What follows belongs to an exercise in optimizing a design on an open flow for small area and a short achievable clock period; a production flow would make more cautious choices.

==> yarrow: inputs <==
## FFT64
module FFT64 #(
    parameter width = 16
) (
    input                           clk,
    input                           rst_n,
    input                           di_en,
    input       signed  [width-1:0] di_re,
    input       signed  [width-1:0] di_img,
    output reg                      do_en,
    output reg  signed  [width-1:0] do_re,
    output reg  signed  [width-1:0] do_img
);
export LEC_CHECK = 0
export CAP_MARGIN = 20
export CORE_MARGIN = 2
export CORE_UTILIZATION = 55
export SLEW_MARGIN = 20
export SYNTH_HIERARCHICAL = 1
export SYNTH_MINIMUM_KEEP_SIZE = 0
create_clock -name core_clock -period 11.0 [get_ports {clk}]
standard.sh (not shown) runs the stock make flow with config.mk's settings and CLKGATE_MAP_FILE= SYNTH_SCRIPT=/design/flow/synth_recipe.tcl, a recipe that flattens the netlist after the stock synthesis.
==> flow/flow/run.sh <==
#!/bin/bash
# Layout flow: the standard ORFS flow (standard.sh, unchanged synthesis)
# with these changes to how the layout is made:
#  - timing repair aims at 7.5 ns of setup slack (the clock stays 11 ns),
#  - the port buffers are plain buf_2 cells,
#  - clock-tree sinks are clustered in groups of up to 24 within 100 um.
# The whole output of the flow goes to standard.log in this folder.
bash standard.sh SETUP_SLACK_MARGIN=7.5 \
  "BUFFER_PORTS_ARGS=-buffer_cell sky130_fd_sc_hd__buf_2" \
  CTS_CLUSTER_SIZE=24 CTS_CLUSTER_DIAMETER=100 \
  finish > standard.log 2>&1
==> harbor (differences from yarrow) <==
==> flow/flow/run.sh (replaced) <==
#!/bin/bash
# Layout flow: the standard ORFS flow (standard.sh, unchanged synthesis)
# with these changes to how the layout is made:
#  - timing repair aims at 7.3 ns of setup slack (the clock stays 11 ns),
#  - the port buffers are plain buf_2 cells,
#  - clock-tree sinks are clustered in groups of up to 24 within 100 um.
# The whole output of the flow goes to standard.log in this folder.
bash standard.sh SETUP_SLACK_MARGIN=7.3 \
  "BUFFER_PORTS_ARGS=-buffer_cell sky130_fd_sc_hd__buf_2" \
  CTS_CLUSTER_SIZE=24 CTS_CLUSTER_DIAMETER=100 \
  finish > standard.log 2>&1
==> flow_metrics.tcl <==
set metrics [dict create \
    rr_endpoint "o4_im[14]" \
    dp_cells 13157 \
    utilization 0.5912 \
    grt_max_degree 85 \
    min_period_ns 3.719 \
    pre_cts_ws_ns 6.709 \
    drive_gt1_frac 0.09055 \
    routedWlPerCell_um 20.55 \
    wl_met1_um 124200 \
    drtIter0Drc 4584 \
    seq_share 0.5874 \
    status "finished clean" \
    cts_setup_buffers 17 \
]
[end of results for harbor]
==> flow_metrics.tcl <==
set metrics [dict create \
    grt_max_degree 96 \
    pre_cts_ws_ns 7.038 \
    utilization 0.5953 \
    status "finished clean" \
    crit_required_ns 11.72 \
    drtIter0Drc 4195 \
    wl_met1_um 126000 \
    seq_share 0.5840 \
    routedWlPerCell_um 20.70 \
    min_period_ns 3.765 \
    drive_gt1_frac 0.1042 \
    rr_endpoint "o4_re[14]" \
]
[end of results for yarrow]
No functional check of the RTL was part of any run of this note.

==> run F <==
Another version of the RTL of FFT64 (not shown whole).
clock: 11.0 ns
lec_check: 0
cap_margin: 20
core_margin: 2
core_utilization: 55
slew_margin: 20
synth_hierarchical: 1
synth_minimum_keep_size: 0
==> flow/flow/run.sh <==
#!/bin/bash
# Layout flow: the standard ORFS flow (standard.sh, unchanged synthesis)
# with these changes to how the layout is made:
#  - timing repair aims at 7.3 ns of setup slack (the clock stays 11 ns),
#  - the port buffers are plain buf_2 cells,
#  - clock-tree sinks are clustered in groups of up to 24 within 100 um.
# The whole output of the flow goes to standard.log in this folder.
bash standard.sh SETUP_SLACK_MARGIN=7.3 \
  "BUFFER_PORTS_ARGS=-buffer_cell sky130_fd_sc_hd__buf_2" \
  CTS_CLUSTER_SIZE=24 CTS_CLUSTER_DIAMETER=100 \
  finish > standard.log 2>&1
==> inputs of run X, as changes to run F <==
--- a/flow/design.v
+++ b/flow/design.v
@@ -42,15 +42,15 @@
 reg  [15:0] l4_im [0:3];
 reg  [15:0] o4_re, o4_im;
 reg  [15:0] l5_re [0:1];
 reg  [15:0] l5_im [0:1];
 reg  [15:0] o5_re, o5_im;
 reg  [15:0] l6_re [0:0];
 reg  [15:0] l6_im [0:0];
-reg  [15:0] o6_re, o6_im;
+wire [15:0] o6_re, o6_im;
 reg  [15:0] ba_re [0:30];
 reg  [15:0] ba_im [0:30];
 reg  [15:0] bb_re [0:13];
 reg  [15:0] bb_im [0:13];
 reg  [15:0] bc_re [0:3];
 reg  [15:0] bc_im [0:3];
 reg        started, f1;
@@ -63,15 +63,15 @@
     end else begin
         started <= started | di_en;
         if (started) cnt <= cnt + 6'd1;
         if (started && cnt == 6'd63) f1 <= 1'b1;
     end
 end
 always @(posedge clk) begin
-    do_en <= rst_n & (do_en | (f1 && cnt == 6'd54));
+    do_en <= rst_n & (do_en | (f1 && cnt == 6'd53));
 end
 reg [15:0] in_re, in_img;
 always @(posedge clk) begin
     in_re  <= di_re;
     in_img <= di_img;
 end
 reg [5:0] c1, c2;
@@ -4046,21 +4046,21 @@
 wire g3067 = (bp2966[11] & l6_im[0][11]) | (~bp2966[11] & g3049);
 wire p3068 = ~bp2966[11] & p3050;
 wire g3069 = (bp2966[13] & l6_im[0][13]) | (~bp2966[13] & g3055);
 wire p3070 = ~bp2966[13] & p3056;
 wire [15:0] dif6_im = ~bp2966 ^ {g3047, g3069, g3055, g3067, g3049, g3065, g3053, g3063, g3043, g3061, g3051, g3059, g3035, g3057, g3019, 1'b1};
 always @(posedge clk) begin
     l6_re[0] <= p2_6 ? dif6_re : o5_re;
-    o6_re <= p2_6 ? sum6_re : l6_re[0];
     l6_im[0] <= p2_6 ? dif6_im : o5_im;
-    o6_im <= p2_6 ? sum6_im : l6_im[0];
 end
-wire [5:0] ua = cnx - 6'd5;
-wire [5:0] ub = cnx - 6'd36;
-wire [5:0] uc = cnx - 6'd50;
+assign o6_re = p2_6 ? sum6_re : l6_re[0];
+assign o6_im = p2_6 ? sum6_im : l6_im[0];
+wire [5:0] ua = cnx - 6'd4;
+wire [5:0] ub = cnx - 6'd35;
+wire [5:0] uc = cnx - 6'd49;
 reg sa, sb, sc;
 always @(posedge clk) begin
     sa <= ua[5] & ~ua[0];
     sb <= ub[4] & ~ub[1];
     sc <= uc[3] & ~uc[2];
 end
 wire [15:0] ra_re = sa ? o6_re : ba_re[30];
==> impl_metrics.env <==
export IMPL_hpwl_microns=185100
export IMPL_outcome="no timing/DRC/antenna violations"
export IMPL_grt_met1_usage=0.2965
export IMPL_drt_total_wl_microns=272500
export IMPL_critical_path_cell_chain="fa_2 -> ha_4 -> ha_2 -> o211ai_1 -> a21boi_2 -> o31a_1 -> o41ai_4 -> o21bai_1 -> ha_1 -> mux2i_1 -> o21ai_0"
export IMPL_yosys_cell_types_count=91
export IMPL_critical_path_max_stage_delay_ps=700
export IMPL_layout_non_clock_buffers=205
That was run X.
==> impl_metrics.env <==
export IMPL_outcome="no timing/DRC/antenna violations"
export IMPL_layout_non_clock_buffers=197
export IMPL_critPathRequiredTime_ps=11710
export IMPL_drt_total_wl_microns=278800
export IMPL_grt_met1_usage=0.3093
export IMPL_dr_wl_met3_microns=10750
export IMPL_initial_utilization=0.5531
export IMPL_critical_path_cell_chain="buf_6 -> a22oi_1 -> xnor2_1 -> fa_1 -> fa_1 -> fa_1 -> fa_1 -> fa_1"
export IMPL_numPlacedInstances=13210
That was run F.
Function was not checked in any run of this note: the RTL went through the layout flow alone.

## static timing again, ports no longer ideal
The results above use ideal ports. As a check the final layouts listed here were re-extracted and re-timed, cells and wires unchanged. Step 1 (the two cells are an assumption about what drives the block):
set clk [get_ports {clk}]
set_driving_cell -lib_cell sky130_fd_sc_hd__clkbuf_16 $clk
set_driving_cell -lib_cell sky130_fd_sc_hd__buf_2 [delete_from_list [all_inputs] $clk]
Step 2 times the ports against the registers' clock, not the clock port: input delays grow and output delays shrink by t, the midpoint of the rising clock arrivals with the driver on. Slacks: ideal / step 1 / step 2; pairs: ideal / step 1.
| run | t, ns | setup WS [ns] | slew at the worst register clock pin (ns) | pins driven straight from the clock port |
|---|---|---|---|---|
| yarrow | 0.937 | 7.235 / 7.235 / 7.235 | 0.10 / 0.10 | 1 |
| harbor | 0.954 | 7.281 / 7.281 / 7.281 | 0.10 / 0.10 | 1 |
| run F | 0.940 | 7.323 / 7.323 / 7.323 | 0.10 / 0.10 | 1 |
| run X | 0.954 | 7.295 / 7.295 / 7.295 | 0.10 / 0.10 | 1 |
After both steps every run listed still meets setup and hold.
